Context: an optimization exercise on an open-source flow, tuned for small area, a short achievable clock period and few clock cycles. The choices shown serve that exercise and are no tape-out recipe.
In this exercise RTL edits were held to simulation tests only and were not proved equivalent to the original.
Power figures rest on the tool's default switching activity, not on a simulated workload.

## flow/config.mk

```make
export PLATFORM = sky130hd
export DESIGN_NAME = LASER
export DESIGN_NICKNAME = LASER
export VERILOG_FILES = /design/flow/design.v
export SDC_FILE = /design/flow/constraint.sdc
export NUM_CORES = 4
export LEC_CHECK = 0
export CAP_MARGIN = 20
export CORE_MARGIN = 2
export CORE_UTILIZATION = 45
export GPL_ROUTABILITY_DRIVEN = 1
export GPL_TIMING_DRIVEN = 0
export SLEW_MARGIN = 20
```

## flow/constraint.sdc

```tcl
create_clock -name core_clock -period 22.0 [get_ports {CLK}]
set_input_delay 4.4000 -clock core_clock [delete_from_list [all_inputs] [get_ports {CLK}]]
set_output_delay 4.4000 -clock core_clock [all_outputs]
set_load 0.01 [all_outputs]
```

## flow/design.v

```verilog
module LASER (
    input CLK,
    input RST,
    input [3:0] X,
    input [3:0] Y,
    output reg [3:0] C1X,
    output reg [3:0] C1Y,
    output reg [3:0] C2X,
    output reg [3:0] C2Y,
    output reg DONE
);
    reg        loading;
    reg [5:0]  lcnt;
    reg        pre;          
    reg        fc;           
    reg        ev;           
    reg        dr;           
    reg        dr2;          
    reg [1:0]  sweep;
    reg [3:0]  g;
    reg        s1v;
    reg [3:0]  s1g;
    reg        s1z, s1l;     
    reg [5:0]  cnt [0:15];
    reg [5:0]  best;
    reg [3:0] px [0:39];
    reg [3:0] py [0:39];
    reg [3:0] rh [0:39];
    reg [3:0] rl [0:39];
    reg       fm [0:39];
    wire [3:0] fx = (dr ? (sweep == 2'd1) : (sweep == 2'd2)) ? C1X : C2X;
    wire [3:0] fy = (sweep == 2'd2) ? C1Y : C2Y;
    reg  [3:0] nr;
    reg        rs1, rs2, rsn;    
    wire [3:0] nrow = ({4{rs1}} & C1Y) | ({4{rs2}} & C2Y) | ({4{rsn}} & nr);
    wire [39:0] fnew;
    reg  [15:0] fxoh;        
    always @(posedge CLK) fxoh <= 16'd1 << fx;
    wire [15:0] hit [0:39];
    wire [3:0]  nh [0:39];
    wire [3:0]  nl [0:39];
    genvar i, j;
    generate
        for (i = 0; i < 40; i = i + 1) begin : pt
            lpt u (.hi(rh[i]), .lo(rl[i]), .fxoh(fxoh), .hit(hit[i]), .fnew(fnew[i]));
            lpre w (.px(px[(i + 1) % 40]), .py(py[(i + 1) % 40]), .cy(nrow), .hi(nh[i]), .lo(nl[i]));
        end
    endgenerate
    wire [39:0] fmn;
    wire        fen = pre | fc | ev;       
    generate
        for (i = 0; i < 40; i = i + 1) begin : fmb
            assign fmn[i] = fc ? fnew[(i + 1) % 40] : pre ? (nl[i] == 4'd0) : fm[(i + 1) % 40];
        end
    endgenerate
    integer k;
    always @(posedge CLK) begin
        for (k = 0; k < 39; k = k + 1) begin
            px[k] <= px[k+1];
            py[k] <= py[k+1];
        end
        px[39] <= loading ? X : px[0];
        py[39] <= loading ? Y : py[0];
        for (k = 0; k < 40; k = k + 1) fm[k] <= fmn[k];
        for (k = 0; k < 40; k = k + 1) begin
            rh[k] <= (fen && fmn[k]) ? 4'd15 : nh[k];
            rl[k] <= (fen && fmn[k]) ? 4'd0 : nl[k];
        end
    end
    generate
        for (j = 0; j < 16; j = j + 1) begin : pc
            wire [39:0] col;
            for (i = 0; i < 40; i = i + 1) begin : cb
                assign col[i] = hit[i][j];
            end
            wire [5:0] s;
            lpc u (.v(col), .s(s));
            always @(posedge CLK) cnt[j] <= s;
        end
    endgenerate
    function gt6(input [5:0] a, input [5:0] b);
        reg [5:0] e, g;
        begin
            e = ~(a ^ b);
            g = a & ~b;
            gt6 = g[5] | (e[5] & g[4]) | (e[5] & e[4] & g[3]) | (e[5] & e[4] & e[3] & g[2]) |
                  (e[5] & e[4] & e[3] & e[2] & g[1]) | (e[5] & e[4] & e[3] & e[2] & e[1] & g[0]);
        end
    endfunction
    wire [15:0] cv;
    genvar q;
    generate
        for (q = 0; q < 16; q = q + 1) begin : cvb
            assign cv[q] = !((q == 0) && s1z) && !((q == 15) && s1l);
        end
    endgenerate
    function [3:0] first4(input [23:0] c, input [3:0] v);
        reg [5:0] c0, c1, c2, c3;
        reg g10, g20, g30, g21, g31, g32;
        begin
            c0 = c[5:0]; c1 = c[11:6]; c2 = c[17:12]; c3 = c[23:18];
            g10 = gt6(c1, c0); g20 = gt6(c2, c0); g30 = gt6(c3, c0);
            g21 = gt6(c2, c1); g31 = gt6(c3, c1); g32 = gt6(c3, c2);
            first4[0] = v[0] & (~v[1] | ~g10) & (~v[2] | ~g20) & (~v[3] | ~g30);
            first4[1] = v[1] & (~v[0] | g10) & (~v[2] | ~g21) & (~v[3] | ~g31);
            first4[2] = v[2] & (~v[0] | g20) & (~v[1] | g21) & (~v[3] | ~g32);
            first4[3] = v[3] & (~v[0] | g30) & (~v[1] | g31) & (~v[2] | g32);
        end
    endfunction
    wire [3:0]  l1s [0:3];
    wire [23:0] l2c;
    wire [3:0]  l2v;
    wire [7:0]  l2p;
    generate
        for (q = 0; q < 4; q = q + 1) begin : l1
            assign l1s[q] = first4({cnt[4*q+3], cnt[4*q+2], cnt[4*q+1], cnt[4*q]}, cv[4*q+3:4*q]);
            assign l2v[q] = |l1s[q];
            assign l2c[6*q+5:6*q] = ({6{l1s[q][0]}} & cnt[4*q]) | ({6{l1s[q][1]}} & cnt[4*q+1]) |
                                    ({6{l1s[q][2]}} & cnt[4*q+2]) | ({6{l1s[q][3]}} & cnt[4*q+3]);
            assign l2p[2*q+1:2*q] = {l1s[q][3] | l1s[q][2], l1s[q][3] | l1s[q][1]};
        end
    endgenerate
    wire [3:0] l2s = first4(l2c, l2v);
    wire [3:0] wpos = {l2s[3] | l2s[2], l2s[3] | l2s[1],
                       |(l2s & {l2p[7], l2p[5], l2p[3], l2p[1]}),
                       |(l2s & {l2p[6], l2p[4], l2p[2], l2p[0]})};
    wire [5:0] wcnt = ({6{l2s[0]}} & l2c[5:0]) | ({6{l2s[1]}} & l2c[11:6]) |
                      ({6{l2s[2]}} & l2c[17:12]) | ({6{l2s[3]}} & l2c[23:18]);
    wire wupd = s1v && (|l2v) && gt6(wcnt, best);
    reg  [5:0] c255;
    reg        s2v;
    always @(posedge CLK) if (s1v && s1g == 4'd15) c255 <= cnt[15];
    wire supd = s2v && gt6(c255, best);
    always @(posedge CLK) begin
        if (RST) begin
            loading <= 1'b1;
            lcnt <= 6'd0;
            pre <= 1'b0; fc <= 1'b0; ev <= 1'b0; dr <= 1'b0; dr2 <= 1'b0; s1v <= 1'b0; s2v <= 1'b0;
            rs1 <= 1'b0; rs2 <= 1'b0; rsn <= 1'b1;
            DONE <= 1'b0;
        end else if (DONE) begin
            loading <= 1'b1;
            lcnt <= 6'd0;
            DONE <= 1'b0;
        end else begin
            if (loading) begin
                lcnt <= lcnt + 6'd1;
                if (lcnt == 6'd39) begin
                    loading <= 1'b0;
                    pre <= 1'b1;
                    sweep <= 2'd1;
                end
            end
            if (pre) begin
                pre <= 1'b0;
                ev <= 1'b1;
                g <= 4'd0;
            end
            nr <= (pre | fc | ev) ? nr + 4'd1 : 4'd0;
            rs1 <= ((ev && g == 4'd15) || (dr && wupd)) && (sweep == 2'd1);
            rs2 <= ((ev && g == 4'd15) || (dr && wupd)) && (sweep == 2'd2);
            rsn <= !(((ev && g == 4'd15) || (dr && wupd)) && (sweep != 2'd3));
            if (fc) begin
                fc <= 1'b0;
                ev <= 1'b1;
                g <= 4'd0;
            end
            if (ev) begin
                g <= g + 4'd1;
                if (g == 4'd15) begin
                    ev <= 1'b0;
                    dr <= 1'b1;
                end
            end
            s1v <= ev;
            s2v <= dr && (sweep != 2'd3);
            s1g <= g;
            s1z <= (sweep == 2'd2) && (g == 4'd0);
            s1l <= (g == 4'd15);
            if (dr) begin
                dr <= 1'b0;
                if (sweep == 2'd3) DONE <= 1'b1;
                else begin
                    sweep <= sweep + 2'd1;
                    if (wupd) dr2 <= 1'b1;
                    else fc <= 1'b1;
                end
            end
            if (dr2) begin
                dr2 <= 1'b0;
                fc <= 1'b1;
            end
        end
    end
    always @(posedge CLK) begin
        if (pre) begin
            best <= 6'd0;
            C1X <= 4'd0; C1Y <= 4'd0; C2X <= 4'd0; C2Y <= 4'd0;
        end else begin
            if (wupd) begin
                best <= wcnt;
                if (sweep == 2'd2) begin C2X <= wpos; C2Y <= s1g; end
                else begin C1X <= wpos; C1Y <= s1g; end
            end
            if (supd) begin
                best <= c255;
                if (sweep == 2'd2) begin C2X <= 4'd15; C2Y <= 4'd15; end
                else begin C1X <= 4'd15; C1Y <= 4'd15; end
            end
        end
    end
endmodule
module lpre(input [3:0] px, input [3:0] py, input [3:0] cy, output [3:0] hi, output [3:0] lo);
    wire [4:0] d = {1'b0, py} - {1'b0, cy};
    wire a0 = (d == 5'd0);
    wire a1 = (d == 5'd1) | (d == 5'd2) | (d == 5'd31) | (d == 5'd30);
    wire a2 = (d == 5'd3) | (d == 5'd29);
    wire a3 = (d == 5'd4) | (d == 5'd28);
    wire v = a0 | a1 | a2 | a3;
    wire [2:0] r = {a0, a1 | a2, a1};
    wire [4:0] hs = {1'b0, px} + {2'b00, r};
    wire [4:0] ls = {1'b0, px} - {2'b00, r};
    assign hi = !v ? 4'd0 : hs[4] ? 4'd15 : hs[3:0];
    assign lo = !v ? 4'd15 : ls[4] ? 4'd0 : ls[3:0];
endmodule
module lpt(input [3:0] hi, input [3:0] lo, input [15:0] fxoh, output [15:0] hit, output fnew);
    genvar j;
    wire [15:0] th, tl;
    therm t0 (.x(hi), .t(th));
    therm t1 (.x(lo), .t(tl));
    wire [16:0] tl1 = {1'b0, tl};
    wire [15:0] win;
    for (j = 0; j < 16; j = j + 1) begin : sl
        assign win[j] = th[j] & ~tl1[j + 1];
    end
    assign hit = win;
    assign fnew = |(win & fxoh);
endmodule
module therm(input [3:0] x, output [15:0] t);
    genvar j;
    wire [1:0] a = x[3:2];
    wire [1:0] b = x[1:0];
    wire [3:0] bge = {b[1] & b[0], b[1], b[1] | b[0], 1'b1};
    wire [3:0] agt = {1'b0, a[1] & a[0], a[1], a[1] | a[0]};
    wire [3:0] aeq = {a[1] & a[0], a[1] & ~a[0], ~a[1] & a[0], ~a[1] & ~a[0]};
    for (j = 0; j < 16; j = j + 1) begin : tb
        assign t[j] = agt[j / 4] | (aeq[j / 4] & bge[j % 4]);
    end
endmodule
module lpc(input [39:0] v, output [5:0] s);
    wire w1 = v[0] ^ v[1] ^ v[2];
    wire w2 = (v[0] & v[1]) | (v[0] & v[2]) | (v[1] & v[2]);
    wire w3 = v[3] ^ v[4] ^ v[5];
    wire w4 = (v[3] & v[4]) | (v[3] & v[5]) | (v[4] & v[5]);
    wire w5 = v[6] ^ v[7] ^ v[8];
    wire w6 = (v[6] & v[7]) | (v[6] & v[8]) | (v[7] & v[8]);
    wire w7 = v[9] ^ v[10] ^ v[11];
    wire w8 = (v[9] & v[10]) | (v[9] & v[11]) | (v[10] & v[11]);
    wire w9 = v[12] ^ v[13] ^ v[14];
    wire w10 = (v[12] & v[13]) | (v[12] & v[14]) | (v[13] & v[14]);
    wire w11 = v[15] ^ v[16] ^ v[17];
    wire w12 = (v[15] & v[16]) | (v[15] & v[17]) | (v[16] & v[17]);
    wire w13 = v[18] ^ v[19] ^ v[20];
    wire w14 = (v[18] & v[19]) | (v[18] & v[20]) | (v[19] & v[20]);
    wire w15 = v[21] ^ v[22] ^ v[23];
    wire w16 = (v[21] & v[22]) | (v[21] & v[23]) | (v[22] & v[23]);
    wire w17 = v[24] ^ v[25] ^ v[26];
    wire w18 = (v[24] & v[25]) | (v[24] & v[26]) | (v[25] & v[26]);
    wire w19 = v[27] ^ v[28] ^ v[29];
    wire w20 = (v[27] & v[28]) | (v[27] & v[29]) | (v[28] & v[29]);
    wire w21 = v[30] ^ v[31] ^ v[32];
    wire w22 = (v[30] & v[31]) | (v[30] & v[32]) | (v[31] & v[32]);
    wire w23 = v[33] ^ v[34] ^ v[35];
    wire w24 = (v[33] & v[34]) | (v[33] & v[35]) | (v[34] & v[35]);
    wire w25 = v[36] ^ v[37] ^ v[38];
    wire w26 = (v[36] & v[37]) | (v[36] & v[38]) | (v[37] & v[38]);
    wire w27 = w1 ^ w3 ^ w5;
    wire w28 = (w1 & w3) | (w1 & w5) | (w3 & w5);
    wire w29 = w7 ^ w9 ^ w11;
    wire w30 = (w7 & w9) | (w7 & w11) | (w9 & w11);
    wire w31 = w13 ^ w15 ^ w17;
    wire w32 = (w13 & w15) | (w13 & w17) | (w15 & w17);
    wire w33 = w19 ^ w21 ^ w23;
    wire w34 = (w19 & w21) | (w19 & w23) | (w21 & w23);
    wire w35 = w2 ^ w4 ^ w6;
    wire w36 = (w2 & w4) | (w2 & w6) | (w4 & w6);
    wire w37 = w8 ^ w10 ^ w12;
    wire w38 = (w8 & w10) | (w8 & w12) | (w10 & w12);
    wire w39 = w14 ^ w16 ^ w18;
    wire w40 = (w14 & w16) | (w14 & w18) | (w16 & w18);
    wire w41 = w20 ^ w22 ^ w24;
    wire w42 = (w20 & w22) | (w20 & w24) | (w22 & w24);
    wire w43 = w27 ^ w29 ^ w31;
    wire w44 = (w27 & w29) | (w27 & w31) | (w29 & w31);
    wire w45 = w33 ^ w25 ^ v[39];
    wire w46 = (w33 & w25) | (w33 & v[39]) | (w25 & v[39]);
    wire w47 = w28 ^ w30 ^ w32;
    wire w48 = (w28 & w30) | (w28 & w32) | (w30 & w32);
    wire w49 = w34 ^ w35 ^ w37;
    wire w50 = (w34 & w35) | (w34 & w37) | (w35 & w37);
    wire w51 = w39 ^ w41 ^ w26;
    wire w52 = (w39 & w41) | (w39 & w26) | (w41 & w26);
    wire w53 = w36 ^ w38 ^ w40;
    wire w54 = (w36 & w38) | (w36 & w40) | (w38 & w40);
    wire w55 = w44 ^ w46 ^ w47;
    wire w56 = (w44 & w46) | (w44 & w47) | (w46 & w47);
    wire w57 = w48 ^ w50 ^ w52;
    wire w58 = (w48 & w50) | (w48 & w52) | (w50 & w52);
    wire w59 = w55 ^ w49 ^ w51;
    wire w60 = (w55 & w49) | (w55 & w51) | (w49 & w51);
    wire w61 = w56 ^ w57 ^ w53;
    wire w62 = (w56 & w57) | (w56 & w53) | (w57 & w53);
    wire w63 = w60 ^ w61 ^ w42;
    wire w64 = (w60 & w61) | (w60 & w42) | (w61 & w42);
    wire w65 = w62 ^ w58 ^ w54;
    wire w66 = (w62 & w58) | (w62 & w54) | (w58 & w54);
    wire [5:0] ra = {1'b0, w66, w64, w63, w59, w43};
    wire [5:0] rb = {1'b0, 1'b0, w65, 1'b0, 1'b0, w45};
    assign s = ra + rb;
endmodule
```

## flow/flow/run.sh

```bash
#!/bin/bash
# Layout flow: the standard flow (standard.sh, unchanged synthesis and
# steps) with two changes to how the layout is made:
#  - the port buffers are buf_4 cells instead of the smallest buffer, so the
#    fixed input and output delays leave more of the period to the design;
#  - timing repair aims at a setup slack margin, so that the resizer also
#    works on paths that meet the 22 ns clock easily; the clock period and
#    the constraints are the design's.
# make's full output goes to standard.log; each ORFS step keeps its own log
# under orfs/logs.
set -euo pipefail
bash standard.sh \
  "BUFFER_PORTS_ARGS=-buffer_cell sky130_fd_sc_hd__buf_4" \
  SETUP_SLACK_MARGIN=16.3 \
  finish > standard.log 2>&1
```

## flow/standard.sh

```bash
#!/bin/bash
# synth_recipe.tcl (not shown) runs the flow's synth.tcl, then flattens the netlist and writes it again
# the make line also repeats each setting of config.mk as NAME=value (left out here)
make -C /OpenROAD-flow-scripts/flow DESIGN_CONFIG=/design/flow/config.mk WORK_HOME=/design/flow/orfs CLKGATE_MAP_FILE= SYNTH_SCRIPT=/design/flow/synth_recipe.tcl "${@:-finish}"
```

==> notes.md <==
[cell families (layout without fill, tap and decap cells)]
group	Yosys count	in the layout	share of synthesized area, %
buffers and inverters	1476	1892	7.684
adder cells (fa/ha/maj)	1260	1260	28.55
multiplexers	10	10	0.1472
XOR/XNOR	212	212	2.571
AO/OA/AOI/OAI	2511	2511	23.49
flip-flops	854	854	23.97
AND/OR/NAND/NOR	2019	2019	13.58
other	0	10	0
[cell usage after synthesis, types with 73 or more instances]
library cell,count,area (um^2)
a21o_1,170,1276
a21oi_1,713,3568
a221oi_1,111,972.2
a22oi_1,98,735.7
a31oi_1,109,681.9
clkbuf_1,329,1235
dfxtp_1,832,16660
fa_1,648,12970
ha_1,610,7632
inv_1,1125,4223
nand2_1,504,1892
nand3_1,159,795.8
nand3b_1,73,548.0
nor2_1,615,2308
nor2b_1,131,819.5
nor3_1,115,575.6
o21a_1,95,713.2
o21ai_0,419,2097
o21bai_1,99,743.2
or2_2,79,494.2
xnor2_1,198,1734
[what timing repair did]
item / CTS / global route
resized for setup: 211 / 241
pin swaps: 86 / 114
hold endpoints to repair: 0 / 0
gates cloned: 0 / 0
buffers inserted: 75 / 61
endpoints found under the setup margin: 388 / 266
[power breakdown]
part / internal [W] / total (W) / switching (W)
clock: 0.00107 / 0.00181 / 0.000734
combinational: 0.00100 / 0.00275 / 0.00175
sequential: 0.00176 / 0.00199 / 0.000230
[metal layers]
| metal | wire length (um) | part of all wire [%] | up-vias |
|---|---|---|---|
| met1 | 135100 | 43 | 32288 |
| li1 | - | - | 29914 |
| met2 | 126900 | 41 | 3253 |
| met4 | 20480 | 6.6 | 16 |
| met3 | 29010 | 9.3 | 700 |
| met5 | 446 | 0.14 | - |
[worst paths after layout]
kind / start / endpoint / slack, ps / depth (start not counted)
setup / recovery: cnt[10][4] / C1Y[1] / 16150 / 28
hold / removal: py[1][0] / py[0][0] / 340 / 0
setup reg to reg: cnt[10][4] / C1Y[1] / 16150 / 28
hold reg to reg: py[1][0] / py[0][0] / 340 / 0
[area by class of cell]
cell class | instances | area, um^2 | share of cell area (%)
timing repair buffer | 234 | 2251 | 2.700
antenna | 10 | 25.02 | 0.03002
tap | 2086 | 2610 | 3.131
inverter | 1131 | 4258 | 5.108
multi-input combinational | 6012 | 51760 | 62.08
buffer | 345 | 1474 | 1.768
clock inverter | 66 | 940.9 | 1.129
sequential | 854 | 17420 | 20.90
clock buffer | 116 | 2630 | 3.155
[flip-flops by register name (all words and copies together) (netlist names), 4 cells and up, named ones only]
signal	cells
px	160
py	160
rh	160
rl	160
cnt	96
fm	40
fxoh	16
best	6
c255	6
lcnt	6
C1X	4
C1Y	4
C2X	4
C2Y	4
g	4
nr	4
s1g	4
[through the flow]
step	total power (W)	instances	cell area, um^2	setup slack, ps
CTS	0.006368	10783	81900	16270
global placement	0.004319	10454	75930	-351.8
finish	0.006553	10854	83360	16150
global route	0.006864	10844	83340	15930
floorplan	0.003513	8342	73120	13380
detailed placement	0.004373	10526	76990	14910
==> results.ini <==
[floorplan]
die_area_um2=163700
rows=147
coreArea_um2=160000
die_w_um=404.6
start_util_pct=45.14
die_h_um=404.6
io_pins=27

[worst_setup_path]
slowest_stage=a221o_1
required_ps=22630
critPathMaxStageDelay_ps=440
critical_path_arrival_ps=6480
cp_num_buf_inv=4
path_max_fanout=6
critPathLaunchType=flip-flop
critPathKind=reg2reg
critPathCaptureType=flip-flop
crit_family=compound AO/OA/AOI/OAI gates

[synth]
synthFlopType=dfxtp_1
synth_edf_count=22
yosysWarnings=13
synth_seq_cells=854
postSynthAreaPerCell_um2=8.659
yosysSeqAreaShare_pct=23.97
synth_cells=8342
synthArstFlopShare_pct=0
synth_fp_nets=9610
synth.distinct_cells=95
syn-cell-area_um2=72230

[outcome]
status=complete, no violations

[timing]
timing.hold.ws_ps=340.1
finalMaxSlewViolations=0
slew_headroom_pct=7.452
fin_crit_ps=5850
hold_violations=0
setup_viol=0
clock-skew-final_ps=48.22
fmax_ghz=0.1710
rsz0062_at_grt=true
finalCritPeriodShare_pct=26.59
worst_slew_pin_slew_ps=1388
fin_setup_tns_ps=0

[flow_run]
maxCapViolCount=0

[grt]
top_usage_layer=met2
grt_pass1_wl_mm=439.6
grt_start_max_net_pins=29
gr-usage-met1_pct=51.15
grt.overflow.total=0
antenna_found_initial=12
use_met3_pct=9.770
grt_pass1_vias=62398
grt_use_total_pct=37.31
met2_usage_pct=53.77

[clock_network]
cts_buffers=97
cts_tree=done
cts.clk_slew.worst_paths_ps=60
clock_latency_ps=770
clock_sinks=854
root_buffer=clkbuf_16
hold_buffers=0
h-tree-depth=3
clk_path_buf_depth=3

[layout]
layout.cells.most_common=inv_1
post-route-util_pct=52.10
fin_nets=9943
fill_cells=14913
area_growth_pct=15.41
layout-drive-gt1-share_pct=13.28
layout_common_cells=inv_1, dfxtp_1, a21oi_1

[pwr]
ir_worst_vdd_mv=0.1100
power_leakage_nw=35.04
power.density_nw_per_um2=78.60

[place]
portBuffers=26
gp_congestion=1.113
dp_hpwl_mm=256.2

[min_path]
hp-class=reg2reg

[drt]
wirelength_mm=311.9
ant_nets=0
first_iter_violations=7958
vias_per_cell=6.096
firstDrtPassIters=9
wl_per_cell_um=28.73
num_vias=66171
route.detailed.drc=0

Testbench counts, summed over its fixed seeds: cycles 12,152.

## re-timing with driven ports
The flow's constraints put no driver on any port. The routed layout listed below was extracted and timed again, unchanged, in two steps.
Step 1, drivers: a clkbuf_16 drives CLK and a buf_2 each remaining input, both assumed.
Step 2 moves the port delays by t, midway between the first and last clock arrival at a register: inputs arrive t later, outputs are due t later. That takes back most of the time a late clock gives input paths.
a / b / c = no drivers / after step 1 / after step 2; a / b = the first two.
shift t [ns]: 0.825
slack for setup (ns): 16.150 / 16.150 / 16.131
latest minus earliest clock arrival (ns): 0.049 / 0.049
cell pins on the clock port's net: 1
After both steps setup and hold are still met in this run. The setup slack of this run moves by 0.000 ns with the drivers and by -0.019 ns with both steps.
